What follows belongs to an exercise in optimizing a design on an open flow for small area and a short achievable clock period; a production flow would make more cautious choices.
Only simulation tests tie the RTL to the original design; equivalence was not proved.
Power figures rest on the tool's default switching activity, not on a simulated workload.

## flow/design.v (module list and top-level ports; edited modules follow where they fit)
// module fa: 4 lines
// module ha: 4 lines
// module add32: 90 lines
// module alu32: 66 lines
// module mul32lo: 864 lines
// module processing_element: 255 lines
module processing_element (
    input clk,
    input [31:0] PCin,
    input [31:0] instruction,
    input mem_ack,
    input data_Ready,
    input [31:0] AmuxIn,
    input [31:0] BmuxIn,
    input        reset,
    output [31:0] mem_address,
    output reg reg_select,
    output reg mem_read,
    output [4:0] rs1Out,
    output [4:0] rs2Out,
    output [4:0] rdOut,
    output reg rdWrite,
    output mem_write,
    output [31:0] result_out,
    output reg read_en,
    output reg [31:0] PCout,
    output reg execution_complete
);
  // ...
==> flow/flow/run.sh <==
#!/bin/bash
# The standard layout, with the input and output port buffers made of
# the smallest buffer cell instead of the one buffer_ports picks by itself.
set -euo pipefail
export BUFFER_PORTS_ARGS="-buffer_cell sky130_fd_sc_hd__buf_1"
bash standard.sh > standard.log 2>&1
==> flow/standard.sh <==
#!/bin/bash
# synth_recipe.tcl (not shown) runs the flow's synth.tcl, then flattens the netlist and writes it again
# the make line also repeats each setting of config.mk as NAME=value (left out here)
make -C /OpenROAD-flow-scripts/flow DESIGN_CONFIG=/design/flow/config.mk WORK_HOME=/design/flow/orfs CLKGATE_MAP_FILE= SYNTH_SCRIPT=/design/flow/synth_recipe.tcl "${@:-finish}"
==> flow/config.mk <==
export PLATFORM = sky130hd
export DESIGN_NAME = processing_element
export DESIGN_NICKNAME = processing_element
export VERILOG_FILES = /design/flow/design.v
export SDC_FILE = /design/flow/constraint.sdc
export NUM_CORES = 4
export LEC_CHECK = 0
export ABC_AREA = 1
export CAP_MARGIN = 20
export CORE_MARGIN = 2
export CORE_UTILIZATION = 40
export CTS_BUF_LIST = sky130_fd_sc_hd__clkbuf_8
export PLACE_DENSITY = 0.6
export SLEW_MARGIN = 20
export SYNTH_HIERARCHICAL = 1
==> flow/constraint.sdc <==
create_clock -name core_clock -period 70.0 [get_ports {clk}]
set_input_delay 14.0000 -clock core_clock [delete_from_list [all_inputs] [get_ports {clk}]]
set_output_delay 14.0000 -clock core_clock [all_outputs]
set_load 0.01 [all_outputs]
==> impl_results.md, run 1 <==
* Number of sequential cells at 182
* Min Hold Slack at 331.6 ps
* Sink Count at between 150 and 200
* Starting Density at 0.4054
* Worst path cell trace: nand2_1 > inv_1 > buf_1
* Total Neg Setup Slack at 0 ps
* Dpl cell area at 27110 um2
* Biggest Area Class: multi-input gates
* P_sw at 0.07909 mW
* Leakage power at 14.22 nW
* Post-layout util at 0.4350
* YS warnings at 8
* Design area at 27490 um2
* DR WL/cell at approximately 25 um
* Die extent in y at 257.1 um
* Top layer in use: met5
* Clock latency (worst-skew pair) at 530 ps
* Clock network area share at 0.01356
* Comb. pwr at roughly 0.042 mW
* Worst Hold Path EP: acs
* Setup crit end kind: output pin
* Outcome: timing/DRC/antenna clean
* Cell family with most CP delay: flip-flops
* Grt total ovfl at 0
* Fraction of area in multi-input gates at 0.6956
* Vias per std cell at 5.811
* Taps Inserted at 846
* Minimum clock period after layout at 15500 ps
* Final hold vios at 0
* Routability Congestion at 1.002
* Most Used Layer, Global Route: met2
* VDD IR max at 20.86 uV
* Multi-input logic area at 19120 um2
* Worst R2R End: Breg[0]
* Worst-path fanout max at 5
* DIE WIDTH at between 200 and 300 um
* Die area at 66090 um2
* Clock Power at 0.0736 mW
* Root buffer cell: clkbuf_8
* Clock buffer count at 19
==> inputs of run 2 (changes only) <==
==> flow/flow/run.sh (replaced) <==
#!/bin/bash
# The standard layout, with two changes to how it is made:
# - the input and output port buffers are the smallest buffer cell instead of
#   the one buffer_ports picks by itself;
# - ORFS's setup repair (after floorplan, CTS and global routing) works on
#   the paths whose slack is under 55 ns, so that it also shortens the worst
#   paths to and from the ports instead of stopping at 0 ns slack; it repairs
#   only the worst 5% of those endpoints.
set -euo pipefail
export BUFFER_PORTS_ARGS="-buffer_cell sky130_fd_sc_hd__buf_1"
export SETUP_SLACK_MARGIN=55
export TNS_END_PERCENT=5
bash standard.sh > standard.log 2>&1
==> run 2 against run 1 <==
Hold slack got worse by 0.75 ps. Largest cell class unchanged. Setup slack better by 220 ps. Critical endpoint is now mem_address[22]. Largest power group unchanged. Clock power up 6.4%. Register-to-register slack got worse by 70 ps.
==> impl_results.md, run 2 <==
* Outcome: timing/DRC/antenna clean (unchanged)
* Clk pin slew, worst setup/hold paths at 130 ps (was 90 ps)
* Iter 0 DRT Violations at 3008 (was 2973)
* Clock latency (worst-skew pair) at 550 ps (was 530 ps)
* VDD IR max at 26.00 uV (was 20.86 uV)
* Initial antenna violation count at 3 (was 1)
* Rows at 92 (unchanged)
* Tightest Pin Transition at 1067 ps (was 1094 ps)
* YS warnings at 8 (unchanged)
* CTS buffer count at 17 (unchanged)
* Final nets at 4214 (was 4182)
* Core Box Area at 63200 um2 (unchanged)
* # hold bufs at CTS at 0 (unchanged)
* Share of cells above drive strength 1 at 0.08065 (was 0.05318)
* Setup violators final at 0 (unchanged)
* Setup crit end kind: output pin (unchanged)
* Power per cell area at 8.348 nW/um2 (was 8.358 nW/um2)
* Minimum clock period after layout at 15280 ps (was 15500 ps)
* Worst R2R End: Breg[0] (unchanged)
* Vias per std cell at 5.847 (was 5.811)
* Worst slack at placement at 54370 ps (was 54330 ps)
* Die extent in y at 257.1 um (unchanged)
* Ports at 249 (unchanged)
* Antenna Nets Post-Route at 0 (unchanged)
* Pin count of the biggest net entering global routing at 97 (unchanged)
* Clock Skew at 27.70 ps (was 26.90 ps)
* P_sw at 0.08385 mW (was 0.07909 mW)
* DIE WIDTH at 257.1 um (unchanged)
* TritonCTS clock tree: yes (unchanged)
* Starting Density at 0.4054 (unchanged)
* P_int at 0.1503 mW (was 0.1506 mW)
* Worst Hold Depth at 0 (unchanged)
* Worst Path Required at 56000 ps (about the same)
* Post-layout util at 0.4439 (was 0.4350)
* R2r setup slk at 57610 ps (was 57680 ps)
* Commonest non-fill, non-tap cell in the layout: nand2_1 (unchanged)
* Root buffer cell: clkbuf_8 (unchanged)
* Area grow syn2layout at 9.504% (was 7.286%)
* Setup ws final at 54720 ps (was 54500 ps)
* Cell area after synthesis at 25620 um2 (unchanged)
* Total Neg Setup Slack at 0 ps (unchanged)
* Worst R2R Path Depth at 47 (was 50)
* Fmax at 65.44 MHz (was 64.53 MHz)
* Normalized max-slew margin at 0.2876 (was 0.2663)
* Final Cycle Share at 0.2183 (was 0.2214)
* Routability Congestion at 1.004 (was 1.002)
* Grt total ovfl at 0 (unchanged)
* Hold path startpoint: ac (unchanged)
* Vias in the first global route at 25830 (was 25610)
* Crit Reg-Reg Startpoint: cls[0] (unchanged)
* First-pass GRT wire length at 169.7 mm (was 166.5 mm)
* Hpwl dp at 87.08 mm (was 86.93 mm)
* Critical Path Start Type: flip-flop (unchanged)
* Worst Hold Path EP: acs (unchanged)
* Worst Hold Class: flip-flop to flip-flop (unchanged)
* Clock power frac at 0.334 (was 0.320)
* DR pass1 iterations at 6 (unchanged)
* IO buf count at 248 (unchanged)
* Sequential power share at 0.483 (was 0.497)
* Unrepaired setup endpoints after global routing: true (was false)
* H-tree Lvls at 4 (unchanged)
* Post-Route WL at 115.6 mm (was 112.4 mm)
* Crit path arrival time at 1280 ps (was 1500 ps)
* Commonest cells after routing, fill and taps aside: nand2_1, inv_1, nor2_1, xor2_1, o22ai_1 (was nand2_1, inv_1, nor2_1, xor2_1, buf_1)
* Sink Count at 182 (unchanged)
* CP Class: flip-flop to output pin (unchanged)
* Clock buffer depth at 2 (unchanged)
* Leakage power at 14.57 nW (was 14.22 nW)
* Final hold vios at 0 (unchanged)
* Syn_area_per_cell at 7.107 um2 (unchanged)
* Max-slew violations at 0 (unchanged)
* Mapped Cells at 3605 (unchanged)
* Switch share at 0.3580 (was 0.3443)
* Die area at 66090 um2 (unchanged)
* Vias at 26930 (was 26550)
* Max-Cap Viols at 0 (unchanged)
* Worst-path fanout max at 6 (was 5)
* DR WL/cell at 25.09 um (was 24.60 um)
* Combinational Power Share at 0.182 (was 0.183)
* GRT Util Overall at 0.3444 (was 0.3351)
* DRC viols at 0 (unchanged)
## run 2: per-stage QoR
| step | total power, mW | hold slack [ps] | cell area [um2] | std cells |
|---|---|---|---|---|
| CTS | 0.2336 | 335.1 | 27930 | 4599 |
| global route | 0.2411 | 338.8 | 28050 | 4603 |
| detailed placement | 0.1568 | 314.3 | 27150 | 4542 |
| finish | 0.2342 | 330.8 | 28060 | 4606 |
| global placement | 0.1569 | 309.7 | 27130 | 4541 |
| floorplan | 0.1378 | 309.6 | 25630 | 3605 |
## run 2: routing by layer
layer  global-route usage  wire, um
met1               0.4150     43230
met2               0.5441     51780
met3              0.06147      9797
met4               0.2694     10730
met5                    0        13
## run 2: cell type report
cell class	instances	area [um2]
multi-input combinational	2787	19160
fill	6677	35140
antenna	3	7.507
inverter	401	1508
timing repair buffer	355	1874
tap	846	1059
sequential	182	4029
clock inverter	15	185.2
clock buffer	17	234.0
## run 2: worst max-delay path by stage
stage	start	cells after the start	slack, ps	end
after floorplan	mem_ack	11	55000	R[15]
after global placement	mem_ack	10	54100	R[31]
after detailed placement	mem_ack	11	54370	R[0]
after CTS	Breg[19]	4	54720	mem_address[19]
after global routing	mw[2]	4	54670	mem_address[16]
final	mw[2]	4	54720	mem_address[22]
## run 2: timing repair
| action | 4_1_cts | 5_1_grt |
|---|---|---|
| resized for setup | 87 | 31 |
| endpoints found under the hold margin | 0 | 0 |
| endpoints found under the setup margin | 139 | 144 |
| pin swaps | 0 | 3 |
| cloned | 0 | 0 |
| setup buffers | 25 | 4 |
## run 2: power by group through the flow
stage	logic (mW)	registers [mW]	clock network (mW)
floorplan	0.0245	0.113	0
global placement	0.0406	0.116	0
detailed placement	0.0405	0.116	0
CTS	0.0412	0.113	0.0794
global route	0.0455	0.113	0.0824
finish	0.0427	0.113	0.0783
## run 2: critical path, cell delays in order (launching register included)
cell and delay, ps:
dfxtp_4 400, buf_6 130, nand2_2 50, inv_2 60
buf_6 100
==> inputs of run 3 (changes only) <==
--- a/flow/flow/run.sh
+++ b/flow/flow/run.sh
@@ -6,8 +6,8 @@
 #   the paths whose slack is under 55 ns, so that it also shortens the worst
 #   paths to and from the ports instead of stopping at 0 ns slack; it repairs
-#   only the worst 5% of those endpoints.
+#   only the worst 20% of those endpoints.
 set -euo pipefail
 export BUFFER_PORTS_ARGS="-buffer_cell sky130_fd_sc_hd__buf_1"
 export SETUP_SLACK_MARGIN=55
-export TNS_END_PERCENT=5
+export TNS_END_PERCENT=20
 bash standard.sh > standard.log 2>&1
--- a/flow/config.mk
+++ b/flow/config.mk
@@ -10,5 +10,5 @@
 export CORE_MARGIN = 2
 export CORE_UTILIZATION = 40
-export CTS_BUF_LIST = sky130_fd_sc_hd__clkbuf_8
+export CTS_BUF_LIST = sky130_fd_sc_hd__clkbuf_4 sky130_fd_sc_hd__clkbuf_8
 export PLACE_DENSITY = 0.6
 export SLEW_MARGIN = 20
==> run 3 against run 2 <==
Global-route usage is 0.17 points higher. Via count is 0.14% lower. Cell area is 1.0% higher. Total power is 0.15% higher. Still clean. Clock power hardly changed. First-iteration DRC count is 4.6% higher. Setup slack hardly changed. Largest cell class unchanged. Critical path depth stayed put. Hold slack hardly changed. Sequential share of layout area is 0.091 points lower.
==> impl_results.md, run 3 <==
* Final Cycle Share at 0.2183 (about the same)
* Slowest stage cell, crit path: dfxtp_4 (unchanged)
* Sink Count at 182 (unchanged)
* Clock latency (worst-skew pair) at 550 ps (about the same)
* Critical path origin: mw[2] (unchanged)
* Cell family with most CP delay: flip-flops (unchanged)
* DR pass1 iterations at 7 (was 6)
* Crit path arrival time at 1280 ps (about the same)
* Normalized max-slew margin at 0.3130 (was 0.2876)
* Cell area after synthesis at 25620 um2 (unchanged)
* Tightest Pin Transition at 1029 ps (was 1067 ps)
* Unrepaired setup endpoints after global routing: true (unchanged)
* Worst Path Required at 56000 ps (about the same)
* Hpwl dp at 87.08 mm (unchanged)
* Commonest non-fill, non-tap cell in the layout: nand2_1 (unchanged)
* Setup ws final at 54720 ps (about the same)
* Starting Density at 0.4054 (unchanged)
* Hold path startpoint: ac (unchanged)
* Critical Path Start Type: flip-flop (unchanged)
* Buf/Inv on CP at 3 (unchanged)
* GRT Util Overall at 0.3461 (was 0.3444)
* Worst path cell trace: buf_6 > nand2_4 > inv_4 > buf_6 (was buf_6 > nand2_2 > inv_2 > buf_6)
* CP peak stage delay at 390 ps (was 400 ps)
* Routability Congestion at 1.004 (unchanged)
* R2r setup slk at 57690 ps (was 57610 ps)
* Top layer in use: met5 (unchanged)
* TritonCTS clock tree: yes (unchanged)
* Die area at 66090 um2 (unchanged)
* Clock Skew at 26.80 ps (was 27.70 ps)
* CTS buffer count at 17 (unchanged)
* Post-placement cell count at 4542 (unchanged)
* Setup crit end kind: output pin (unchanged)
* Clock buffer depth at 2 (unchanged)
* DIE WIDTH at 257.1 um (unchanged)
* Design area at 28340 um2 (was 28060 um2)
* Mapped Cells at 3605 (unchanged)
* Cell mode on critical path: buf_6 (unchanged)
* Area grow syn2layout at 10.61% (was 9.504%)
* VDD IR max at 26.06 uV (was 26.00 uV)
* Minimum clock period after layout at 15280 ps (about the same)
* Fmax at 65.44 MHz (about the same)
* # hold bufs at CTS at 0 (unchanged)
* Iter 0 DRT Violations at 3146 (was 3008)
* Initial antenna violation count at 3 (unchanged)
* Core Box Area at 63200 um2 (unchanged)
* Max-Cap Viols at 0 (unchanged)
* Clk pin slew, worst setup/hold paths at 130 ps (about the same)
* DRC viols at 0 (unchanged)
* Outcome: timing/DRC/antenna clean (unchanged)
* Final nets at 4228 (was 4214)
* Leakage power at 14.80 nW (was 14.57 nW)
* Post-Route WL at 115.8 mm (was 115.6 mm)
* Vias per std cell at 5.824 (was 5.847)
* Routed length on met2 at 51.37 mm (was 51.78 mm)
* Total Neg Setup Slack at 0 ps (unchanged)
* DR WL/cell at 25.08 um (was 25.09 um)
* Share of cells above drive strength 1 at 0.09494 (was 0.08065)
* Register Area at 4044 um2 (was 4029 um2)
* YS warnings at 8 (unchanged)
* Total Power at 0.2346 mW (was 0.2342 mW)
* Dpl cell area at 27150 um2 (unchanged)
* CP Class: flip-flop to output pin (unchanged)
* Die extent in y at 257.1 um (unchanged)
* Final hold vios at 0 (unchanged)
* Worst-path fanout max at 5 (was 6)
* Pin count of the biggest net entering global routing at 97 (unchanged)
* Setup violators final at 0 (unchanged)
* Root buffer cell: clkbuf_8 (unchanged)
* Met3 routed WL at 9.769 mm (was 9.797 mm)
* Rows at 92 (unchanged)
* Layout Cells excl Fill at 4618 (was 4606)
* Worst slack at placement at 54370 ps (unchanged)
* Commonest cells after routing, fill and taps aside: nand2_1, inv_1, nor2_1, xor2_1, o22ai_1 (unchanged)
* Worst Hold Class: flip-flop to flip-flop (unchanged)
* Crit Reg-Reg Startpoint: cls[0] (unchanged)
* Syn_area_per_cell at 7.107 um2 (unchanged)
* Power per cell area at 8.277 nW/um2 (was 8.348 nW/um2)
* IO buf count at 248 (unchanged)
* Filler cell count at 6661 (was 6677)
* First-pass GRT wire length at 170.3 mm (was 169.7 mm)
* Multi-input logic area at 19210 um2 (was 19160 um2)
* Ports at 249 (unchanged)
* Grt total ovfl at 0 (unchanged)
* M1 WL at 43.39 mm (was 43.23 mm)
* Vias at 26890 (was 26930)
* Vias in the first global route at 25870 (was 25830)
* Max-slew violations at 0 (unchanged)
* H-tree Lvls at 4 (unchanged)
* Antenna Nets Post-Route at 0 (unchanged)
run 3: power by group:
part	switching [mW]	internal, mW	total (mW)
Sequential	0.00510	0.108	0.113
Clock	0.0480	0.0305	0.0785
Combinational	0.0310	0.0120	0.0430
Total	0.0841	0.150	0.235
run 3: worst paths after layout:
kind / endpoint / cells after the start
max: mem_address[19] / 4
min: acs / 0
max reg2reg: Breg[0] / 47
min reg2reg: acs / 0
max in group asynchronous: first / 2
min in group asynchronous: first / 2
run 3: layout make-up:
type,instances,share of cell area
multi-input combinational,2787,0.6777
inverter,401,0.05329
tap,846,0.03735
clock inverter,15,0.006534
sequential,182,0.1427
clock buffer,17,0.008256
antenna,1,0.00008830
timing repair buffer,369,0.07404
run 3: what timing repair did:
item	CTS	global route
setup endpoints to repair	139	144
pin swaps	1	18
buffers inserted	28	15
resized for setup	116	76
run 3: metrics by stage:
step | hold WS [ps] | utilization
global placement | 309.7 | 0.4293
CTS | 335.1 | 0.4435
floorplan | 309.6 | -
detailed placement | 314.3 | 0.4297
global route | 338.7 | 0.4484
finish | 330.5 | 0.4484
run 3: per-layer routing:
metal / global-route usage / vias to the layer above
met5: 0 / -
met4: 0.2657 / 4
met3: 0.05802 / 403
met2: 0.5482 / 1509
met1: 0.4201 / 12770
li1: - / 12200
==> module alu32, before the edit <==
module alu32 (
    input  [31:0] A,
    input  [31:0] B,
    input  [31:0] Bm,      
    input  [4:0]  sel,
    output [31:0] y
);
    wire opADD = sel == 5'b00000;
    wire opSUB = sel == 5'b00001;
    wire opMUL = sel == 5'b00010;
    wire opSLL = sel == 5'b00100;
    wire opSRL = sel == 5'b00101;
    wire opEQ  = sel == 5'b00110;
    wire opAND = sel == 5'b01000;
    wire opOR  = sel == 5'b01001;
    wire opXOR = sel == 5'b01010;
    wire opSLTU= sel == 5'b01101;
    wire opSLT = sel == 5'b01110;
    wire opSRA = sel == 5'b01111;
    wire opSB  = sel == 5'b10000;
    wire opSH  = sel == 5'b10001;
    wire opZB  = sel == 5'b10010;
    wire opZH  = sel == 5'b10011;
    wire opW   = sel == 5'b10100;
    wire sub   = opSUB | opEQ | opSLT | opSLTU;
    wire arith = opADD | sub;
    wire shR   = opSRL | opSRA;
    wire shift = opSLL | shR;
    wire ext   = opSB | opSH | opZB | opZH | opW;
    wire sraA  = opSRA & B[31];
    wire big   = |B[31:5];
    integer k;
    wire [4:0]  samt = shift & ~sraA ? B[4:0] : 5'd0;
    wire [31:0] oh = 32'b1 << samt;
    wire        zeroY = shift & big & ~sraA;
    wire [31:0] Y = opMUL ? Bm : ((shift | ext | arith) & ~zeroY) ? oh : 32'b0;
    wire        sraF = opSRA & ~B[31] & A[31];
    reg  [31:0] Arev;
    always @(*) for (k = 0; k < 32; k = k + 1) Arev[k] = A[31-k];
    wire [31:0] X = shR ? Arev : A;
    reg  [31:0] thermo;
    always @(*) for (k = 0; k < 32; k = k + 1) thermo[k] = big | (B[4:0] > k);
    wire [31:0] xr = A ^ B;
    wire [31:0] an = A & B;
    wire        lx = opXOR | opOR;
    wire        la = opAND | opOR;
    wire [31:0] C = ({32{arith}} & (B ^ {32{sub}})) | ({32{sraF}} & thermo)
                  | ({32{lx}} & xr) | ({32{la}} & an);
    wire [31:0] P;
    mul32lo mul (.x(X), .y(Y), .c(C), .cin(sub), .p(P));
    reg  [31:0] Prev;
    always @(*) for (k = 0; k < 32; k = k + 1) Prev[k] = P[31-k];
    wire ltu = (A[31] != B[31]) ? B[31] : P[31];
    wire lt  = (A[31] != B[31]) ? A[31] : P[31];
    wire eq  = ~|P;
    wire fb8  = opSB & A[7];
    wire fb16 = fb8 | (opSH & A[15]);
    wire [31:0] fill = {{16{fb16}}, {8{fb8}}, 8'b0};
    reg  [31:0] pmask;
    always @(*)
        for (k = 0; k < 32; k = k + 1)
            pmask[k] = opMUL | opSLL | opW | opADD | opSUB | lx | la
                     | ((opSB | opZB) & (k < 8)) | ((opSH | opZH) & (k < 16));
    assign y = (pmask & P) | ({32{shR}} & Prev) | fill
             | {31'b0, (opEQ & eq) | (opSLTU & ltu) | (opSLT & lt)};
endmodule
==> module processing_element, before the edit <==
module processing_element (
    input clk,
    input [31:0] PCin,
    input [31:0] instruction,
    input mem_ack,
    input data_Ready,
    input [31:0] AmuxIn,
    input [31:0] BmuxIn,
    input        reset,
    output [31:0] mem_address,
    output reg reg_select,
    output reg mem_read,
    output [4:0] rs1Out,
    output [4:0] rs2Out,
    output [4:0] rdOut,
    output reg rdWrite,
    output mem_write,
    output [31:0] result_out,
    output reg read_en,
    output reg [31:0] PCout,
    output reg execution_complete
);
    reg first;
    always @(posedge clk or posedge reset)
        if (reset) first <= 1'b1;
        else       first <= 1'b0;
    reg [31:7] ir;
    reg [2:0] cls;
    always @(posedge clk)
        if (first) begin
            ir <= instruction[31:7];
            case (instruction[6:0])
                7'b0000011: cls <= 3'd1;
                7'b0010011: cls <= 3'd2;
                7'b0110011: cls <= 3'd3;
                7'b0110111: cls <= 3'd4;
                7'b0100011: cls <= 3'd5;
                7'b1100011: cls <= 3'd6;
                7'b1101111: cls <= 3'd7;
                default:    cls <= 3'd0;
            endcase
        end
    wire cLD  = cls == 3'd1;
    wire cIMM = cls == 3'd2;
    wire cOP  = cls == 3'd3;
    wire cLUI = cls == 3'd4;
    wire cST  = cls == 3'd5;
    wire cBR  = cls == 3'd6;
    wire cJAL = cls == 3'd7;
    wire [4:0] rd  = ir[11:7];
    wire [2:0] f3  = ir[14:12];
    wire [4:0] rs1 = ir[19:15];
    wire [4:0] rs2 = ir[24:20];
    wire [6:0] f7  = ir[31:25];
    wire shimm = (f3 == 3'b001) || (f3 == 3'b101);
    wire [31:0] imm_i = {{20{ir[31]}}, ir[31:20]};
    wire [31:0] imm_s = {{20{ir[31]}}, ir[31:25], ir[11:7]};
    wire [31:0] imm_b = {{20{ir[31]}}, ir[7], ir[30:25], ir[11:8], 1'b0};
    wire [31:0] imm_u = {ir[31:12], 12'b0};
    wire [31:0] imm_j = {{12{ir[31]}}, ir[19:12], ir[20], ir[30:21], 1'b0};
    wire [31:0] immv = cLUI ? imm_u :
                       cST  ? imm_s :
                       cBR  ? imm_b :
                       cJAL ? imm_j :
                       (cIMM & shimm) ? {27'b0, ir[24:20]} : imm_i;
    reg        go;          
    reg        drs;         
    reg        ac;          
    reg        acs;         
    reg        brtk;        
    reg        brta;        
    reg        Aen, Ben;
    reg        bimmf;       
    reg        osA;         
    reg        rs1en, rs2en;
    reg [4:0]  ALUsel;
    reg [31:0] A;
    reg [31:0] Breg;
    reg [3:0]  mw;
    reg [31:0] R;           
    wire [31:0] B = bimmf ? immv : Breg;
    wire st_nz = |Breg;
    wire ta_nz = cST ? st_nz : brta;
    wire brcond = (f3 == 3'b000) ? R[0] :
                  (f3 == 3'b001) ? ~R[0] : 1'b0;
    wire taken = cBR & drs & acs & ~brta & brcond;
    reg [4:0] ldop, imop, rrop, stop;
    always @(*) begin
        case (f3)
            3'b000: ldop = 5'b10000;
            3'b001: ldop = 5'b10001;
            3'b100: ldop = 5'b10010;
            3'b101: ldop = 5'b10011;
            default: ldop = 5'b00000;
        endcase
        case (f3)
            3'b000: imop = 5'b00000;
            3'b001: imop = 5'b00100;
            3'b010: imop = 5'b01110;
            3'b011: imop = 5'b01101;
            3'b100: imop = 5'b01010;
            3'b101: imop = (f7 == 7'b0000000) ? 5'b00101 :
                           (f7 == 7'b0100000) ? 5'b01111 : ALUsel;
            3'b110: imop = 5'b01001;
            default: imop = 5'b01000;
        endcase
        case (f3)
            3'b000: rrop = (f7 == 7'b0000000) ? 5'b00000 :
                           (f7 == 7'b0100000) ? 5'b00001 :
                           (f7 == 7'b0000001) ? 5'b00010 : ALUsel;
            3'b001: rrop = 5'b00100;
            3'b010: rrop = 5'b01110;
            3'b011: rrop = 5'b01101;
            3'b100: rrop = 5'b01010;
            3'b101: rrop = (f7 == 7'b0000000) ? 5'b00101 :
                           (f7 == 7'b0100000) ? 5'b01111 : ALUsel;
            3'b110: rrop = 5'b01001;
            default: rrop = 5'b01000;
        endcase
        case (f3)
            3'b000: stop = 5'b10010;
            3'b001: stop = 5'b10011;
            3'b010: stop = 5'b10100;
            default: stop = ALUsel;
        endcase
    end
    wire [31:0] alu_y;
    alu32 alu (.A(A), .B(B), .Bm(Breg), .sel(ALUsel), .y(alu_y));
    reg        n_Aen, n_Ben, n_osA, n_rdWrite, n_mem_read, n_exec;
    reg [4:0]  n_ALUsel;
    reg [1:0]  pcsel;       
    always @(*) begin
        n_Aen = Aen; n_Ben = Ben; n_osA = osA; n_ALUsel = ALUsel;
        n_rdWrite = rdWrite; n_mem_read = mem_read; n_exec = execution_complete;
        pcsel = 2'd0;
        if (cLD) begin
            n_Aen = drs & (~acs | mem_ack);
            n_Ben = drs & ~acs;
            if (drs) begin
                n_osA = acs & mem_ack & (f3 == 3'b010);
                n_ALUsel = (acs & mem_ack) ? ldop : 5'b00000;
            end
            n_exec = drs & acs & mem_ack;
            n_rdWrite = drs & acs & mem_ack;
            n_mem_read = drs & acs & ~mem_ack;
            pcsel = 2'd1;
        end
        if (cIMM) begin
            n_Aen = drs;
            n_Ben = drs;
            if (drs) n_ALUsel = imop;
            if (drs & acs) n_exec = 1'b1;
            n_rdWrite = drs & acs;
        end
        if (cOP) begin
            n_Aen = drs;
            n_Ben = drs;
            if (drs) n_ALUsel = rrop;
            n_exec = drs & acs;
            n_rdWrite = drs & acs;
            pcsel = 2'd1;
        end
        if (cLUI) begin
            n_Aen = mem_ack;
            n_Ben = ~mem_ack;
            n_osA = mem_ack;
            n_exec = mem_ack;
            n_rdWrite = mem_ack;
            n_mem_read = ~mem_ack;
            pcsel = 2'd1;
        end
        if (cST) begin
            n_Aen = drs ^ ta_nz;
            n_Ben = drs & ~ta_nz;
            if (~drs) n_ALUsel = 5'b11111;
            else if (~ta_nz) n_ALUsel = 5'b00000;
            else n_ALUsel = stop;
            n_exec = drs & ta_nz & acs;
            pcsel = 2'd1;
        end
        if (cBR) begin
            n_Aen = ~(~drs & acs & ta_nz);
            n_Ben = ~(~drs & acs & ta_nz);
            if (drs) n_ALUsel = taken ? 5'b00000 : 5'b00110;
            n_exec = ~drs & acs & ta_nz;
            pcsel = (~drs & acs & ta_nz) ? 2'd2 : 2'd1;
        end
        if (cJAL) begin
            n_Aen = 1'b1;
            n_Ben = 1'b1;
            if (drs) n_ALUsel = 5'b00000;
            if (drs & acs) n_osA = 1'b1;
            n_exec = drs & acs;
            n_rdWrite = drs & acs;
            pcsel = (drs & acs) ? 2'd3 : 2'd1;
        end
    end
    wire apc  = cJAL | brtk;
    wire bimm = ~cOP & ~(cBR & ~brtk);
    wire [31:0] n_A = Aen ? (apc ? PCin : AmuxIn) : A;
    wire osBI = cLUI & ~mem_ack & (bimmf | Ben);
    always @(posedge clk) begin
        drs <= data_Ready;
        mw[0] <= ~first & (mw[0] | (cST & drs & ta_nz & acs));
        mw[1] <= ~first & (mw[1] | (cST & drs & ta_nz & acs));
        mw[2] <= ~first & (mw[2] | (cST & drs & ta_nz & acs));
        mw[3] <= ~first & (mw[3] | (cST & drs & ta_nz & acs));
        acs <= ac;
        go  <= ~first;
        ac  <= ~first & (ALUsel != 5'b11111);
        R   <= (~first & n_osA) ? n_A : (({32{~first & osBI}} & imm_u) | alu_y);
        if (first) begin
            brtk <= 0; brta <= 0; Aen <= 0; Ben <= 0; bimmf <= 0; osA <= 0;
            rs1en <= 0; rs2en <= 0; ALUsel <= 5'b11111;
            reg_select <= 0; mem_read <= 0; rdWrite <= 0;
            read_en <= 0; execution_complete <= 0;
            A <= 0; Breg <= 0; PCout <= 0;
        end else begin
            brtk <= taken;
            if (taken) brta <= 1'b1;
            Aen <= n_Aen;
            Ben <= n_Ben;
            if (Ben) bimmf <= bimm;
            osA <= n_osA;
            rs1en <= cLD | cIMM | cOP | cST | cBR;
            if ((cOP | cBR) | (cST & ~drs & ta_nz)) rs2en <= 1'b1;
            ALUsel <= n_ALUsel;
            reg_select <= cOP | cBR | (cST & ~drs & ta_nz);
            mem_read <= n_mem_read;
            rdWrite <= n_rdWrite;
            read_en <= ((cLD | cIMM | cOP | cST) & ~drs) | cBR;
            execution_complete <= n_exec;
            A <= n_A;
            if (cST) begin
                if (drs & ~st_nz & acs) Breg <= R;
            end else if (cJAL)
                Breg <= alu_y;
            else if (Ben & ~bimm)
                Breg <= BmuxIn;
            case (pcsel)
                2'd0: PCout <= 32'b0;
                2'd1: PCout <= PCin;
                2'd2: PCout <= R;
                default: PCout <= Breg;
            endcase
        end
    end
    assign result_out  = R;
    assign mem_write   = mw[0];
    assign mem_address = {{8{mw[3]}} & Breg[31:24], {8{mw[2]}} & Breg[23:16],
                          {8{mw[1]}} & Breg[15:8],  {8{mw[0]}} & Breg[7:0]};
    assign rdOut  = rdWrite ? rd : 5'b0;
    assign rs1Out = rs1en ? rs1 : 5'b0;
    assign rs2Out = rs2en ? rs2 : 5'b0;
endmodule
==> inputs of run 4 (changes only) <==
--- a/flow/design.v
+++ b/flow/design.v
@@ -97,4 +97,7 @@
     assign cout = G57;
 endmodule
+module mx2 (input s, input a, input b, output y);
+    assign y = s ? a : b;
+endmodule
 module alu32 (
     input  [31:0] A,
@@ -128,21 +131,13 @@
     wire sraA  = opSRA & B[31];
     wire big   = |B[31:5];
-    integer k;
     wire [4:0]  samt = shift & ~sraA ? B[4:0] : 5'd0;
     wire [31:0] oh = 32'b1 << samt;
     wire        zeroY = shift & big & ~sraA;
-    wire [31:0] Y = opMUL ? Bm : ((shift | ext | arith) & ~zeroY) ? oh : 32'b0;
-    wire        sraF = opSRA & ~B[31] & A[31];
     reg  [31:0] Arev;
+    integer k;
     always @(*) for (k = 0; k < 32; k = k + 1) Arev[k] = A[31-k];
     wire [31:0] X = shR ? Arev : A;
-    reg  [31:0] thermo;
-    always @(*) for (k = 0; k < 32; k = k + 1) thermo[k] = big | (B[4:0] > k);
-    wire [31:0] xr = A ^ B;
-    wire [31:0] an = A & B;
-    wire        lx = opXOR | opOR;
-    wire        la = opAND | opOR;
-    wire [31:0] C = ({32{arith}} & (B ^ {32{sub}})) | ({32{sraF}} & thermo)
-                  | ({32{lx}} & xr) | ({32{la}} & an);
+    wire [31:0] Y = opMUL ? Bm : ((shift | ext | arith) & ~zeroY) ? oh : 32'b0;
+    wire [31:0] C = {32{arith}} & (B ^ {32{sub}});
     wire [31:0] P;
     mul32lo mul (.x(X), .y(Y), .c(C), .cin(sub), .p(P));
@@ -152,13 +147,18 @@
     wire lt  = (A[31] != B[31]) ? A[31] : P[31];
     wire eq  = ~|P;
-    wire fb8  = opSB & A[7];
-    wire fb16 = fb8 | (opSH & A[15]);
-    wire [31:0] fill = {{16{fb16}}, {8{fb8}}, 8'b0};
-    reg  [31:0] pmask;
-    always @(*)
-        for (k = 0; k < 32; k = k + 1)
-            pmask[k] = opMUL | opSLL | opW | opADD | opSUB | lx | la
+    wire [31:0] xr = A ^ B;
+    wire [31:0] an = A & B;
+    wire fillbit = opSRA ? A[31] : opSB ? A[7] : A[15];
+    reg  [31:0] fillmask, pmask;
+    always @(*) begin
+        for (k = 0; k < 32; k = k + 1) begin
+            fillmask[k] = (opSRA & ~B[31] & (big | (k >= 32 - B[4:0]) & (B[4:0] != 0)))
+                        | (opSB & (k >= 8)) | (opSH & (k >= 16));
+            pmask[k] = opMUL | opSLL | opW | opADD | opSUB
                      | ((opSB | opZB) & (k < 8)) | ((opSH | opZH) & (k < 16));
-    assign y = (pmask & P) | ({32{shR}} & Prev) | fill
+        end
+    end
+    assign y = (pmask & P) | ({32{shR}} & Prev) | ({32{fillbit}} & fillmask)
+             | ({32{opXOR | opOR}} & xr) | ({32{opAND | opOR}} & an)
              | {31'b0, (opEQ & eq) | (opSLTU & ltu) | (opSLT & lt)};
 endmodule
@@ -1054,26 +1054,16 @@
         else       first <= 1'b0;
     reg [31:7] ir;
-    reg [2:0] cls;
+    reg cLD, cIMM, cOP, cLUI, cST, cBR, cJAL;
     always @(posedge clk)
         if (first) begin
-            ir <= instruction[31:7];
-            case (instruction[6:0])
-                7'b0000011: cls <= 3'd1;
-                7'b0010011: cls <= 3'd2;
-                7'b0110011: cls <= 3'd3;
-                7'b0110111: cls <= 3'd4;
-                7'b0100011: cls <= 3'd5;
-                7'b1100011: cls <= 3'd6;
-                7'b1101111: cls <= 3'd7;
-                default:    cls <= 3'd0;
-            endcase
+            ir   <= instruction[31:7];
+            cLD  <= instruction[6:0] == 7'b0000011;
+            cIMM <= instruction[6:0] == 7'b0010011;
+            cOP  <= instruction[6:0] == 7'b0110011;
+            cLUI <= instruction[6:0] == 7'b0110111;
+            cST  <= instruction[6:0] == 7'b0100011;
+            cBR  <= instruction[6:0] == 7'b1100011;
+            cJAL <= instruction[6:0] == 7'b1101111;
         end
-    wire cLD  = cls == 3'd1;
-    wire cIMM = cls == 3'd2;
-    wire cOP  = cls == 3'd3;
-    wire cLUI = cls == 3'd4;
-    wire cST  = cls == 3'd5;
-    wire cBR  = cls == 3'd6;
-    wire cJAL = cls == 3'd7;
     wire [4:0] rd  = ir[11:7];
     wire [2:0] f3  = ir[14:12];
@@ -1105,5 +1095,4 @@
     reg [31:0] A;
     reg [31:0] Breg;
-    reg [3:0]  mw;
     reg [31:0] R;           
     wire [31:0] B = bimmf ? immv : Breg;
@@ -1155,108 +1144,132 @@
     wire [31:0] alu_y;
     alu32 alu (.A(A), .B(B), .Bm(Breg), .sel(ALUsel), .y(alu_y));
-    reg        n_Aen, n_Ben, n_osA, n_rdWrite, n_mem_read, n_exec;
-    reg [4:0]  n_ALUsel;
-    reg [1:0]  pcsel;       
+    reg [11:0] nx1, nx0;
+    reg        n_Aen_c, n_Ben_c, n_osA_c, n_rdWrite_c, n_mem_read_c, n_exec_c, n_osBI_c;
+    reg [4:0]  n_ALUsel_c;
+    integer    ai;
     always @(*) begin
-        n_Aen = Aen; n_Ben = Ben; n_osA = osA; n_ALUsel = ALUsel;
-        n_rdWrite = rdWrite; n_mem_read = mem_read; n_exec = execution_complete;
-        pcsel = 2'd0;
-        if (cLD) begin
-            n_Aen = drs & (~acs | mem_ack);
-            n_Ben = drs & ~acs;
-            if (drs) begin
-                n_osA = acs & mem_ack & (f3 == 3'b010);
-                n_ALUsel = (acs & mem_ack) ? ldop : 5'b00000;
-            end
-            n_exec = drs & acs & mem_ack;
-            n_rdWrite = drs & acs & mem_ack;
-            n_mem_read = drs & acs & ~mem_ack;
-            pcsel = 2'd1;
-        end
-        if (cIMM) begin
-            n_Aen = drs;
-            n_Ben = drs;
-            if (drs) n_ALUsel = imop;
-            if (drs & acs) n_exec = 1'b1;
-            n_rdWrite = drs & acs;
-        end
-        if (cOP) begin
-            n_Aen = drs;
-            n_Ben = drs;
-            if (drs) n_ALUsel = rrop;
-            n_exec = drs & acs;
-            n_rdWrite = drs & acs;
-            pcsel = 2'd1;
-        end
-        if (cLUI) begin
-            n_Aen = mem_ack;
-            n_Ben = ~mem_ack;
-            n_osA = mem_ack;
-            n_exec = mem_ack;
-            n_rdWrite = mem_ack;
-            n_mem_read = ~mem_ack;
-            pcsel = 2'd1;
+        nx1 = 12'b0;
+        nx0 = 12'b0;
+        for (ai = 0; ai < 2; ai = ai + 1) begin
+                n_Aen_c = Aen; n_Ben_c = Ben; n_osA_c = osA; n_ALUsel_c = ALUsel;
+                n_rdWrite_c = rdWrite; n_mem_read_c = mem_read; n_exec_c = execution_complete;
+                n_osBI_c = cLUI & ~ai[0] & (bimmf | Ben);
+                if (cLD) begin
+                    n_Aen_c = drs & (~acs | ai[0]);
+                    n_Ben_c = drs & ~acs;
+                    if (drs) begin
+                        n_osA_c = acs & ai[0] & (f3 == 3'b010);
+                        n_ALUsel_c = (acs & ai[0]) ? ldop : 5'b00000;
+                    end
+                    n_exec_c = drs & acs & ai[0];
+                    n_rdWrite_c = drs & acs & ai[0];
+                    n_mem_read_c = drs & acs & ~ai[0];
+                end
+                if (cIMM) begin
+                    n_Aen_c = drs;
+                    n_Ben_c = drs;
+                    if (drs) n_ALUsel_c = imop;
+                    if (drs & acs) n_exec_c = 1'b1;
+                    n_rdWrite_c = drs & acs;
+                end
+                if (cOP) begin
+                    n_Aen_c = drs;
+                    n_Ben_c = drs;
+                    if (drs) n_ALUsel_c = rrop;
+                    n_exec_c = drs & acs;
+                    n_rdWrite_c = drs & acs;
+                end
+                if (cLUI) begin
+                    n_Aen_c = ai[0];
+                    n_Ben_c = ~ai[0];
+                    n_osA_c = ai[0];
+                    n_exec_c = ai[0];
+                    n_rdWrite_c = ai[0];
+                    n_mem_read_c = ~ai[0];
+                end
+                if (cST) begin
+                    n_Aen_c = drs ^ ta_nz;
+                    n_Ben_c = drs & ~ta_nz;
+                    if (~drs) n_ALUsel_c = 5'b11111;
+                    else if (~ta_nz) n_ALUsel_c = 5'b00000;
+                    else n_ALUsel_c = stop;
+                    n_exec_c = drs & ta_nz & acs;
+                end
+                if (cBR) begin
+                    n_Aen_c = ~(~drs & acs & ta_nz);
+                    n_Ben_c = ~(~drs & acs & ta_nz);
+                    if (drs) n_ALUsel_c = taken ? 5'b00000 : 5'b00110;
+                    n_exec_c = ~drs & acs & ta_nz;
+                end
+                if (cJAL) begin
+                    n_Aen_c = 1'b1;
+                    n_Ben_c = 1'b1;
+                    if (drs) n_ALUsel_c = 5'b00000;
+                    if (drs & acs) n_osA_c = 1'b1;
+                    n_exec_c = drs & acs;
+                    n_rdWrite_c = drs & acs;
+                end
+                if (first) begin
+                    n_Aen_c = 0; n_Ben_c = 0; n_osA_c = 0; n_ALUsel_c = 5'b11111;
+                    n_rdWrite_c = 0; n_mem_read_c = 0; n_exec_c = 0; n_osBI_c = 0;
+                end
+                if (ai == 1)
+                    nx1 = {n_Aen_c, n_Ben_c, n_osA_c, n_ALUsel_c, n_rdWrite_c, n_mem_read_c, n_exec_c, n_osBI_c};
+                else
+                    nx0 = {n_Aen_c, n_Ben_c, n_osA_c, n_ALUsel_c, n_rdWrite_c, n_mem_read_c, n_exec_c, n_osBI_c};
         end
-        if (cST) begin
-            n_Aen = drs ^ ta_nz;
-            n_Ben = drs & ~ta_nz;
-            if (~drs) n_ALUsel = 5'b11111;
-            else if (~ta_nz) n_ALUsel = 5'b00000;
-            else n_ALUsel = stop;
-            n_exec = drs & ta_nz & acs;
-            pcsel = 2'd1;
-        end
-        if (cBR) begin
-            n_Aen = ~(~drs & acs & ta_nz);
-            n_Ben = ~(~drs & acs & ta_nz);
-            if (drs) n_ALUsel = taken ? 5'b00000 : 5'b00110;
-            n_exec = ~drs & acs & ta_nz;
-            pcsel = (~drs & acs & ta_nz) ? 2'd2 : 2'd1;
-        end
-        if (cJAL) begin
-            n_Aen = 1'b1;
-            n_Ben = 1'b1;
-            if (drs) n_ALUsel = 5'b00000;
-            if (drs & acs) n_osA = 1'b1;
-            n_exec = drs & acs;
-            n_rdWrite = drs & acs;
-            pcsel = (drs & acs) ? 2'd3 : 2'd1;
+    end
+    wire [11:0] nx;
+    genvar gi;
+    generate
+        for (gi = 0; gi < 12; gi = gi + 1) begin : ackmux
+            mx2 m (.s(mem_ack), .a(nx1[gi]), .b(nx0[gi]), .y(nx[gi]));
         end
+    endgenerate
+    wire       n_Aen = nx[11], n_Ben = nx[10], n_osA = nx[9];
+    wire [4:0] n_ALUsel = nx[8:4];
+    wire       n_rdWrite = nx[3], n_mem_read = nx[2], n_exec = nx[1], osBI = nx[0];
+    reg [1:0] pcsel;        
+    always @(*) begin
+        pcsel = 2'd0;
+        if (cLD | cOP | cLUI | cST) pcsel = 2'd1;
+        if (cBR) pcsel = (~drs & acs & ta_nz) ? 2'd2 : 2'd1;
+        if (cJAL) pcsel = (drs & acs) ? 2'd3 : 2'd1;
     end
     wire apc  = cJAL | brtk;
     wire bimm = ~cOP & ~(cBR & ~brtk);
     wire [31:0] n_A = Aen ? (apc ? PCin : AmuxIn) : A;
-    wire osBI = cLUI & ~mem_ack & (bimmf | Ben);
+    reg  [3:0] mw;
+    wire       mw_set = cST & drs & ta_nz & acs;
     always @(posedge clk) begin
         drs <= data_Ready;
-        mw[0] <= ~first & (mw[0] | (cST & drs & ta_nz & acs));
-        mw[1] <= ~first & (mw[1] | (cST & drs & ta_nz & acs));
-        mw[2] <= ~first & (mw[2] | (cST & drs & ta_nz & acs));
-        mw[3] <= ~first & (mw[3] | (cST & drs & ta_nz & acs));
         acs <= ac;
         go  <= ~first;
         ac  <= ~first & (ALUsel != 5'b11111);
-        R   <= (~first & n_osA) ? n_A : (({32{~first & osBI}} & imm_u) | alu_y);
+        R   <= n_osA ? n_A : (({32{osBI}} & imm_u) | alu_y);
+        ALUsel <= n_ALUsel;
+        Aen <= n_Aen;
+        Ben <= n_Ben;
+        osA <= n_osA;
+        mem_read <= n_mem_read;
+        rdWrite <= n_rdWrite;
+        execution_complete <= n_exec;
+        mw[0] <= ~first & (mw[0] | mw_set);
+        mw[1] <= ~first & (mw[1] | mw_set);
+        mw[2] <= ~first & (mw[2] | mw_set);
+        mw[3] <= ~first & (mw[3] | mw_set);
         if (first) begin
-            brtk <= 0; brta <= 0; Aen <= 0; Ben <= 0; bimmf <= 0; osA <= 0;
-            rs1en <= 0; rs2en <= 0; ALUsel <= 5'b11111;
-            reg_select <= 0; mem_read <= 0; rdWrite <= 0;
-            read_en <= 0; execution_complete <= 0;
+            brtk <= 0; brta <= 0; bimmf <= 0;
+            rs1en <= 0; rs2en <= 0;
+            reg_select <= 0; read_en <= 0;
             A <= 0; Breg <= 0; PCout <= 0;
         end else begin
             brtk <= taken;
             if (taken) brta <= 1'b1;
-            Aen <= n_Aen;
-            Ben <= n_Ben;
             if (Ben) bimmf <= bimm;
-            osA <= n_osA;
             rs1en <= cLD | cIMM | cOP | cST | cBR;
             if ((cOP | cBR) | (cST & ~drs & ta_nz)) rs2en <= 1'b1;
-            ALUsel <= n_ALUsel;
             reg_select <= cOP | cBR | (cST & ~drs & ta_nz);
-            mem_read <= n_mem_read;
-            rdWrite <= n_rdWrite;
             read_en <= ((cLD | cIMM | cOP | cST) & ~drs) | cBR;
-            execution_complete <= n_exec;
             A <= n_A;
             if (cST) begin
==> flow/flow/run.sh (replaced) <==
#!/bin/bash
# The standard layout, with the input and output port buffers made of
# the smallest buffer cell instead of the one buffer_ports picks by itself.
set -euo pipefail
export BUFFER_PORTS_ARGS="-buffer_cell sky130_fd_sc_hd__buf_1"
bash standard.sh > standard.log 2>&1
--- a/flow/config.mk
+++ b/flow/config.mk
@@ -10,5 +10,4 @@
 export CORE_MARGIN = 2
 export CORE_UTILIZATION = 40
-export CTS_BUF_LIST = sky130_fd_sc_hd__clkbuf_4 sky130_fd_sc_hd__clkbuf_8
 export PLACE_DENSITY = 0.6
 export SLEW_MARGIN = 20
==> run 4 against run 3 <==
Clock skew fell by 5.3 ps. Synthesized cell count grew 1.2%. Sequential share of layout area increased by 0.28 points. Critical path depth is 1 lower. Non-clock buffer count shrank 72. First-iteration DRC count is 15% lower. Still clean. Clock power grew 26%. Global-route usage is 2.6 points lower.
==> impl_results.md, run 4 <==
* Cts repair resizes at 0 (was 116)
* Clock latency (worst-skew pair) at 470 ps (was 550 ps)
* First-pass GRT wire length at 161.0 mm (was 170.3 mm)
* Filler cell count at 6771 (was 6661)
* Clk pin slew, worst setup/hold paths at 80 ps (was 130 ps)
* Starting Density at 0.4031 (was 0.4054)
* Power per cell area at 10.49 nW/um2 (was 8.277 nW/um2)
* Sink Count at 186 (was 182)
* Commonest non-fill, non-tap cell in the layout: nand2_1 (unchanged)
* VDD IR max at 17.44 uV (was 26.06 uV)
* Commonest cells after routing, fill and taps aside: nand2_1, inv_1, xor2_1, nor2_1, o22ai_1 (was nand2_1, inv_1, nor2_1, xor2_1, o22ai_1)
* Hpwl dp at 84.05 mm (was 87.08 mm)
* R2r setup slk at 56590 ps (was 57690 ps)
* Worst Hold Class: flip-flop to flip-flop (unchanged)
* IO buf count at 248 (unchanged)
* Setup crit end kind: output pin (unchanged)
* Max-slew violations at 0 (unchanged)
* Mapped Cells at 3647 (was 3605)
* DRC viols at 0 (unchanged)
* Worst path cell trace: nand2_1 > inv_1 > buf_1 (was buf_6 > nand2_4 > inv_4 > buf_6)
* Post-Route WL at 108.4 mm (was 115.8 mm)
* Antenna Nets Post-Route at 0 (unchanged)
* Pin count of the biggest net entering global routing at 74 (was 97)
* TritonCTS clock tree: yes (unchanged)
* Setup violators final at 0 (unchanged)
* Grt total ovfl at 0 (unchanged)
* Post-layout util at 0.4349 (was 0.4484)
* Slowest stage cell, crit path: edfxtp_1 (was dfxtp_4)
* CP peak stage delay at 630 ps (was 390 ps)
* Cell area after synthesis at 25850 um2 (was 25620 um2)
* Crit path arrival time at 1490 ps (was 1280 ps)
* Vias at 26390 (was 26890)
* Die area at 66670 um2 (was 66090 um2)
* Area grow syn2layout at 7.866% (was 10.61%)
* Fmax at 64.58 MHz (was 65.44 MHz)
* Post-CTS Setup Inserts at 0 (was 28)
* Unrepaired setup endpoints after global routing: false (was true)
* Dpl cell area at 27290 um2 (was 27150 um2)
* Clock Skew at 21.51 ps (was 26.80 ps)
* Worst-path fanout max at 4 (was 5)
* Design area at 27880 um2 (was 28340 um2)
* Total Power at 0.2926 mW (was 0.2346 mW)
* DR WL/cell at 23.51 um (was 25.08 um)
* Leakage power at 14.32 nW (was 14.80 nW)
* Critical Path Start Type: flip-flop (unchanged)
* Iter 0 DRT Violations at 2689 (was 3146)
* Vias per std cell at 5.726 (was 5.824)
* Outcome: timing/DRC/antenna clean (unchanged)
* Max-Cap Viols at 0 (unchanged)
* Clock buffer depth at 2 (unchanged)
* Worst Path Required at 56000 ps (about the same)
* Root buffer cell: clkbuf_16 (was clkbuf_8)
* Core Box Area at 64120 um2 (was 63200 um2)
* CTS buffer count at 17 (unchanged)
* Die extent in y at 258.2 um (was 257.1 um)
* DIE WIDTH at 258.2 um (was 257.1 um)
* Routability Congestion at 0.9982 (was 1.004)
* H-tree Lvls at 4 (unchanged)
* Final nets at 4215 (was 4228)
* Layout Cells excl Fill at 4609 (was 4618)
* Final Cycle Share at 0.2212 (was 0.2183)
* Minimum clock period after layout at 15490 ps (was 15280 ps)
* CP Class: flip-flop to output pin (unchanged)
* Initial antenna violation count at 1 (was 3)
* Rows at 93 (was 92)
* Normalized max-slew margin at 0.2668 (was 0.3130)
* Syn_area_per_cell at 7.087 um2 (was 7.107 um2)
* Vias in the first global route at 25220 (was 25870)
* Share of cells above drive strength 1 at 0.05489 (was 0.09494)
* Cell family with most CP delay: flip-flops (unchanged)
* YS warnings at 8 (unchanged)
* Post-placement cell count at 4576 (was 4542)
* Total Neg Setup Slack at 0 ps (unchanged)
* # hold bufs at CTS at 0 (unchanged)
* DR pass1 iterations at 7 (unchanged)
* Tightest Pin Transition at 1100 ps (was 1029 ps)
* Final hold vios at 0 (unchanged)
* GRT Util Overall at 0.3197 (was 0.3461)
* Buf/Inv on CP at 2 (was 3)
* Ports at 249 (unchanged)
run 4: report_power, final:
group          leakage [nW]  switching [mW]  internal, mW  total, mW
clock network         0.289          0.0503        0.0490     0.0992
registers              1.58         0.00755         0.113      0.120
logic                  12.5          0.0519        0.0212     0.0732
run 4: worst paths after layout:
kind	start	cells past startpoint	end
worst max-delay path	ir[22]	3	rs2Out[2]
worst max register to register	cST	46	Breg[0]
min in group asynchronous	reset	2	first
worst min register to register	ac	0	acs
max in group asynchronous	reset	2	first
worst min-delay path	ac	0	acs
run 4: layout make-up:
| cell class | instances | area, um2 | area share |
|---|---|---|---|
| Multi-Input combinational cell | 2837 | 19370 | 0.6946 |
| Clock inverter | 13 | 136.4 | 0.004892 |
| Timing Repair Buffer | 297 | 1299 | 0.04658 |
| Antenna cell | 1 | 2.502 | 0.00008975 |
| Sequential cell | 186 | 4055 | 0.1454 |
| Inverter | 401 | 1508 | 0.05408 |
| Clock buffer | 19 | 444.2 | 0.01593 |
| Tap cell | 855 | 1070 | 0.03837 |
run 4: per-layer routing:
layer / global-route usage / vias to the layer above / share of wire
met5: 0 / - / 0
met4: 0.1607 / 0 / 0.056
met3: 0.05241 / 272 / 0.092
met2: 0.5019 / 1518 / 0.44
met1: 0.4258 / 12440 / 0.41
li1: - / 12160 / -
run 4: stage by stage:
step                      hold slack [ps]  worst slack, ps
after global placement              311.3            54330
after global routing                340.5            54510
after detailed placement            318.9            54320
final                               331.5            54510
after CTS                           332.7            54520
after floorplan                     309.6            55000
run 4: worst register-to-register path: cells and delay by family, from the launching register on:
family,cells,cell delay [ps]
fa+ha+maj,8,3850
simple gates,23,3730
compound gates,8,2370
buf+inv,5,1640
xor+xnor,2,960
flops,1,690
==> inputs of run 5 (changes only) <==
--- a/flow/config.mk
+++ b/flow/config.mk
@@ -9,6 +9,7 @@
 export CAP_MARGIN = 20
 export CORE_MARGIN = 2
-export CORE_UTILIZATION = 40
-export PLACE_DENSITY = 0.6
+export CORE_UTILIZATION = 60
+export CTS_BUF_LIST = sky130_fd_sc_hd__clkbuf_4 sky130_fd_sc_hd__clkbuf_8
+export PLACE_DENSITY = 0.7
 export SLEW_MARGIN = 20
 export SYNTH_HIERARCHICAL = 1
==> run 5 against run 4 <==
Setup slack got worse by 20 ps. Hold slack improved by 8.8 ps. Combinational power increased by 2%. Still clean on timing, DRC and antenna. Synthesized cell count unchanged. Fmax decreased by 0.13%. Die area decreased by 33%. Clock skew increased by 3.2 ps. Non-clock buffer count decreased by 5. Synthesized area unchanged. Wire length increased by 3.4%.
==> impl_results.md, run 5 <==
* Outcome: timing/DRC/antenna clean (unchanged)
* Tightest Pin Transition at 1185 ps (was 1100 ps)
* Total Neg Setup Slack at 0 ps (unchanged)
* Fmax at 64.50 MHz (was 64.58 MHz)
* Unrepaired setup endpoints after global routing: false (unchanged)
* Worst-path fanout max at 5 (was 4)
* Iter 0 DRT Violations at 4615 (was 2689)
* Power per cell area at 10.02 nW/um2 (was 10.49 nW/um2)
* CTS buffer count at 17 (unchanged)
* DRC viols at 0 (unchanged)
* Cts repair resizes at 0 (unchanged)
* Clock Skew at 24.67 ps (was 21.51 ps)
* Crit path arrival time at 1500 ps (was 1490 ps)
* Critical Path Start Type: flip-flop (unchanged)
* Max-Cap Viols at 0 (unchanged)
* Max-slew violations at 0 (unchanged)
* Ports at 249 (unchanged)
* CP Class: flip-flop to output pin (unchanged)
* Initial antenna violation count at 2 (was 1)
* Leakage power at 14.24 nW (was 14.32 nW)
* YS warnings at 8 (unchanged)
* Die area at 44760 um2 (was 66670 um2)
* Sink Count at 186 (unchanged)
* Final Cycle Share at 0.2215 (was 0.2212)
* Clk pin slew, worst setup/hold paths at 110 ps (was 80 ps)
* Vias per std cell at 6.625 (was 5.726)
* Root buffer cell: clkbuf_8 (was clkbuf_16)
* Post-Route WL at 112.0 mm (was 108.4 mm)
* Commonest non-fill, non-tap cell in the layout: nand2_1 (unchanged)
* Normalized max-slew margin at 0.2103 (was 0.2668)
* Clock buffer depth at 2 (unchanged)
* # hold bufs at CTS at 0 (unchanged)
* Clock latency (worst-skew pair) at 520 ps (was 470 ps)
* Syn_area_per_cell at 7.087 um2 (unchanged)
* Final nets at 4210 (was 4215)
* Slowest stage cell, crit path: dfxtp_1 (was edfxtp_1)
* Hpwl dp at 84.40 mm (was 84.05 mm)
* H-tree Lvls at 4 (unchanged)
* Setup crit end kind: output pin (unchanged)
* Area grow syn2layout at 5.639% (was 7.866%)
* First-pass GRT wire length at 166.0 mm (was 161.0 mm)
* CP peak stage delay at 580 ps (was 630 ps)
* Cell area after synthesis at 25850 um2 (unchanged)
* Rows at 76 (was 93)
* VDD IR max at 21.45 uV (was 17.44 uV)
* Grt total ovfl at 0 (unchanged)
* IO buf count at 248 (unchanged)
* Vias in the first global route at 27330 (was 25220)
* Antenna Nets Post-Route at 0 (unchanged)
* GRT Util Overall at 0.4992 (was 0.3197)
* Worst path cell trace: nand2_1 > inv_1 > buf_1 (unchanged)
* Mapped Cells at 3647 (unchanged)
* Vias at 28460 (was 26390)
* Minimum clock period after layout at 15500 ps (was 15490 ps)
* Starting Density at 0.6040 (was 0.4031)
* DR pass1 iterations at 8 (was 7)
* Die extent in y at 211.6 um (was 258.2 um)
* Final hold vios at 0 (unchanged)
* Cell family with most CP delay: flip-flops (unchanged)
* Core Box Area at 42790 um2 (was 64120 um2)
* Commonest cells after routing, fill and taps aside: nand2_1, inv_1, xor2_1, nor2_1, o22ai_1 (unchanged)
* TritonCTS clock tree: yes (unchanged)
* Post-CTS Setup Inserts at 0 (unchanged)
* Pin count of the biggest net entering global routing at 74 (unchanged)
* DIE WIDTH at 211.6 um (was 258.2 um)
* Post-placement cell count at 4260 (was 4576)
* Worst Path Required at 56000 ps (about the same)
* Buf/Inv on CP at 2 (unchanged)
* Routability Congestion at 1.087 (was 0.9982)
* Worst Hold Class: flip-flop to flip-flop (unchanged)
* Setup violators final at 0 (unchanged)
* DR WL/cell at 26.07 um (was 23.51 um)
* Layout Cells excl Fill at 4296 (was 4609)
* Share of cells above drive strength 1 at 0.05443 (was 0.05489)
run 5: layout make-up:
| cell class | count | area, um2 |
|---|---|---|
| antenna | 2 | 5.005 |
| clock buffer | 19 | 255.2 |
| clock inverter | 13 | 155.1 |
| fill | 3865 | 15490 |
| inverter | 401 | 1508 |
| multi-input combinational | 2837 | 19360 |
| sequential | 186 | 4055 |
| tap | 546 | 683.2 |
| timing repair buffer | 292 | 1281 |
run 5: per-layer routing:
layer	vias to the layer above	track usage	part of all wire
met5	-	0	0.00013
met4	2	0.3298	0.082
met3	625	0.1455	0.14
met2	2470	0.7529	0.43
met1	13220	0.6223	0.35
li1	12150	-	-
run 5: path summary, 6_finish.rpt:
| check | from | endpoint | slack [ps] | cells after the start |
|---|---|---|---|---|
| max in group asynchronous | reset | first | 56530 | 2 |
| worst max register to register | cST | Breg[0] | 56120 | 45 |
| worst min register to register | ac | acs | 340 | 0 |
| worst min-delay path | ac | acs | 340 | 0 |
| min in group asynchronous | reset | first | 13450 | 2 |
| worst max-delay path | Breg[1] | mem_address[1] | 54500 | 3 |
run 5: per-stage QoR:
step                hold WS, ps  cell area, um2  utilization  power [mW]  setup slack [ps]
global placement          311.5           26850       0.6274      0.1920             54380
CTS                       342.5           27260       0.6370      0.2688             54530
floorplan                 309.6           25850            -      0.1643             55000
detailed placement        316.8           26850       0.6275      0.1928             54330
global route              344.0           27300       0.6380      0.2812             54470
finish                    340.3           27300       0.6381      0.2735             54500
run 5: where the power goes:
part	leakage [nW]	internal, mW	switching (mW)
Combinational	12.4	0.0211	0.0534
Clock	0.213	0.0341	0.0445
Sequential	1.58	0.113	0.00770
Total	14.2	0.168	0.106
==> inputs of run 6 (changes only) <==
--- a/flow/config.mk
+++ b/flow/config.mk
@@ -12,4 +12,4 @@
 export CTS_BUF_LIST = sky130_fd_sc_hd__clkbuf_4 sky130_fd_sc_hd__clkbuf_8
 export PLACE_DENSITY = 0.7
-export SLEW_MARGIN = 20
+export SLEW_MARGIN = 60
 export SYNTH_HIERARCHICAL = 1
==> run 6 against run 5 <==
Critical path depth stayed put. First-iteration DRC count is 4.0% higher. Critical path type unchanged. Still clean. Via count is 0.44% higher.
==> impl_results.md, run 6 <==
* Clock Skew at 15.18 ps (was 24.67 ps)
* TritonCTS clock tree: yes (unchanged)
* Worst Hold Class: flip-flop to flip-flop (unchanged)
* Commonest cells after routing, fill and taps aside: nand2_1, inv_1, xor2_1, nor2_1, buf_1 (was nand2_1, inv_1, xor2_1, nor2_1, o22ai_1)
* Die extent in y at 211.6 um (unchanged)
* Initial antenna violation count at 2 (unchanged)
* Post-layout util at 0.6477 (was 0.6381)
* Fmax at 64.40 MHz (was 64.50 MHz)
* Vias at 28590 (was 28460)
* Worst path cell trace: nand2_1 > inv_1 > buf_1 (unchanged)
* DIE WIDTH at 211.6 um (unchanged)
* Setup crit end kind: output pin (unchanged)
* Diode count at 0 (was 2)
* CP peak stage delay at 580 ps (about the same)
* Filler cell count at 3772 (was 3865)
* Minimum clock period after layout at 15530 ps (was 15500 ps)
* Sink Count at 186 (unchanged)
* Pin count of the biggest net entering global routing at 74 (unchanged)
* Post-CTS Setup Inserts at 0 (unchanged)
* Critical Path Start Type: flip-flop (unchanged)
* Iter 0 DRT Violations at 4800 (was 4615)
* Routability Congestion at 1.087 (unchanged)
* Outcome: timing/DRC/antenna clean (unchanged)
* Post-Route WL at 112.5 mm (was 112.0 mm)
* Vias in the first global route at 27350 (was 27330)
* R2r setup slk at 57640 ps (was 56120 ps)
* Cell area after synthesis at 25850 um2 (unchanged)
* Normalized max-slew margin at 0.5459 (was 0.2103)
* Cts repair resizes at 0 (unchanged)
* Clk pin slew, worst setup/hold paths at 100 ps (was 110 ps)
* Clock latency (worst-skew pair) at 530 ps (was 520 ps)
* Final Cycle Share at 0.2218 (was 0.2215)
* Rows at 76 (unchanged)
* Worst Hold Depth at 0 (unchanged)
* Final hold vios at 0 (unchanged)
* Grt total ovfl at 0 (unchanged)
* Final nets at 4224 (was 4210)
* Hold path startpoint: ac (unchanged)
* DR pass1 iterations at 10 (was 8)
* DR WL/cell at 26.12 um (was 26.07 um)
* Setup violators final at 0 (unchanged)
* Starting Density at 0.6040 (unchanged)
* Syn_area_per_cell at 7.087 um2 (unchanged)
* H-tree Lvls at 4 (unchanged)
* Core Box Area at 42790 um2 (unchanged)
* Share of cells above drive strength 1 at 0.06964 (was 0.05443)
* Total Power at 0.2816 mW (was 0.2735 mW)
* Max-slew violations at 0 (unchanged)
* DRC viols at 0 (unchanged)
* Unrepaired setup endpoints after global routing: false (unchanged)
* Tightest Pin Transition at 679.3 ps (was 1185 ps)
* Post-placement cell count at 4273 (was 4260)
* Crit Reg-Reg Startpoint: cST (unchanged)
* CP Class: flip-flop to output pin (unchanged)
* Layout Cells excl Fill at 4308 (was 4296)
* YS warnings at 8 (unchanged)
* Root buffer cell: clkbuf_8 (unchanged)
* Leakage power at 14.39 nW (was 14.24 nW)
* Antenna Nets Post-Route at 0 (unchanged)
* CTS buffer count at 17 (unchanged)
* Min Hold Slack at 337.8 ps (was 340.3 ps)
* Total Neg Setup Slack at 0 ps (unchanged)
* Die area at 44760 um2 (unchanged)
* First-pass GRT wire length at 166.5 mm (was 166.0 mm)
* Worst Hold Path EP: acs (unchanged)
* Clock buffer depth at 2 (unchanged)
* Vias per std cell at 6.635 (was 6.625)
* Worst-path fanout max at 5 (unchanged)
* Ports at 249 (unchanged)
* GRT Util Overall at 0.5001 (was 0.4992)
* Area grow syn2layout at 7.232% (was 5.639%)
* VDD IR max at 19.12 uV (was 21.45 uV)
* Worst Path Required at 56000 ps (about the same)
* IO buf count at 248 (unchanged)
* Commonest non-fill, non-tap cell in the layout: nand2_1 (unchanged)
* Power per cell area at 10.16 nW/um2 (was 10.02 nW/um2)
* Hpwl dp at 84.82 mm (was 84.40 mm)
* Worst R2R Path Depth at 48 (was 45)
* Worst R2R End: Breg[0] (unchanged)
* Crit path arrival time at 1530 ps (was 1500 ps)
* Max-Cap Viols at 0 (unchanged)
* # hold bufs at CTS at 0 (unchanged)
* Mapped Cells at 3647 (unchanged)
* Slowest stage cell, crit path: dfxtp_1 (unchanged)
[run 6: how the worst max path moves through the flow]
stage / start / to / slack [ps] / cells past startpoint
2_1_floorplan: mem_ack / R[15] / 55000 / 6
3_3_place_gp: mem_ack / R[3] / 54380 / 7
3_5_place_dp: mem_ack / R[27] / 54620 / 7
4_1_cts: Breg[1] / mem_address[1] / 54500 / 3
5_1_grt: ir[24] / rs2Out[4] / 54460 / 3
6_report: Breg[1] / mem_address[1] / 54470 / 3
[run 6: layout make-up]
cell class	count	area (um2)	area share
flip-flops and latches	186	4056	0.1464
clock buffers	20	269.0	0.009706
inverters	401	1534	0.05534
repair buffers	306	1435	0.05178
clock inverters	12	183.9	0.006636
well taps	546	683.2	0.02465
multi-input cells	2837	19560	0.7055
[run 6: layer usage]
metal | up-vias | part of all wire | global-route usage
met1 | 13260 | 0.35 | 0.6223
li1 | 12170 | - | -
met5 | - | 0.00029 | 0
met4 | 2 | 0.083 | 0.3346
met2 | 2552 | 0.43 | 0.7577
met3 | 602 | 0.14 | 0.1408
[run 6: report_power, final]
part | switching (mW) | internal [mW] | leakage, nW
Sequential | 0.00762 | 0.113 | 1.58
Clock | 0.0435 | 0.0418 | 0.235
Combinational | 0.0543 | 0.0217 | 12.6
Total | 0.105 | 0.176 | 14.4
[run 6: metrics by stage]
stage                     setup WS [ps]  instance area [um2]
after global placement            54380                26850
after detailed placement          54620                27180
after CTS                         54500                27640
final                             54470                27720
after global routing              54460                27720
after floorplan                   55000                25850
[run 6: critical path: cells and delay by family (launching register included)]
kind                   cells  cell delay, ps
buffers and inverters      2             250
flip-flops                 1             580
AND/OR/NAND/NOR            1             180

==> what the ideal ports hide <==
How much do the figures lean on ideal ports? The routed layouts below were timed once more, with nothing changed but the port constraints. Step 1 sets driving cells, clkbuf_16 on the clock port and buf_2 on the other inputs (assumed; they add their load-dependent delay and slew). Step 2 moves the port delays by t, midway between the first and last clock arrival at a register: inputs arrive t later, outputs are due t later. That takes back most of the time a late clock gives input paths. a / b / c = no drivers / after step 1 / after step 2; a / b = the first two.
| run | shift t [ns] | slack for setup (ns) | worst setup path after step 2 |
|---|---|---|---|
| run 1 | 0.567 | 54.502 / 54.455 / 54.283 | input to register |
| run 2 | 0.582 | 54.719 / 54.670 / 54.323 | input to register |
| run 3 | 0.591 | 54.720 / 54.669 / 54.325 | input to register |
| run 4 | 0.516 | 54.515 / 54.459 / 54.270 | input to register |
| run 5 | 0.556 | 54.495 / 54.445 / 54.279 | input to register |
| run 6 | 0.571 | 54.471 / 54.421 / 54.615 | input to register |
After both steps every run listed still meets setup and hold. For run 2, which loses most, drivers alone change the setup slack by -0.049 ns; drivers and shift together by -0.396 ns.
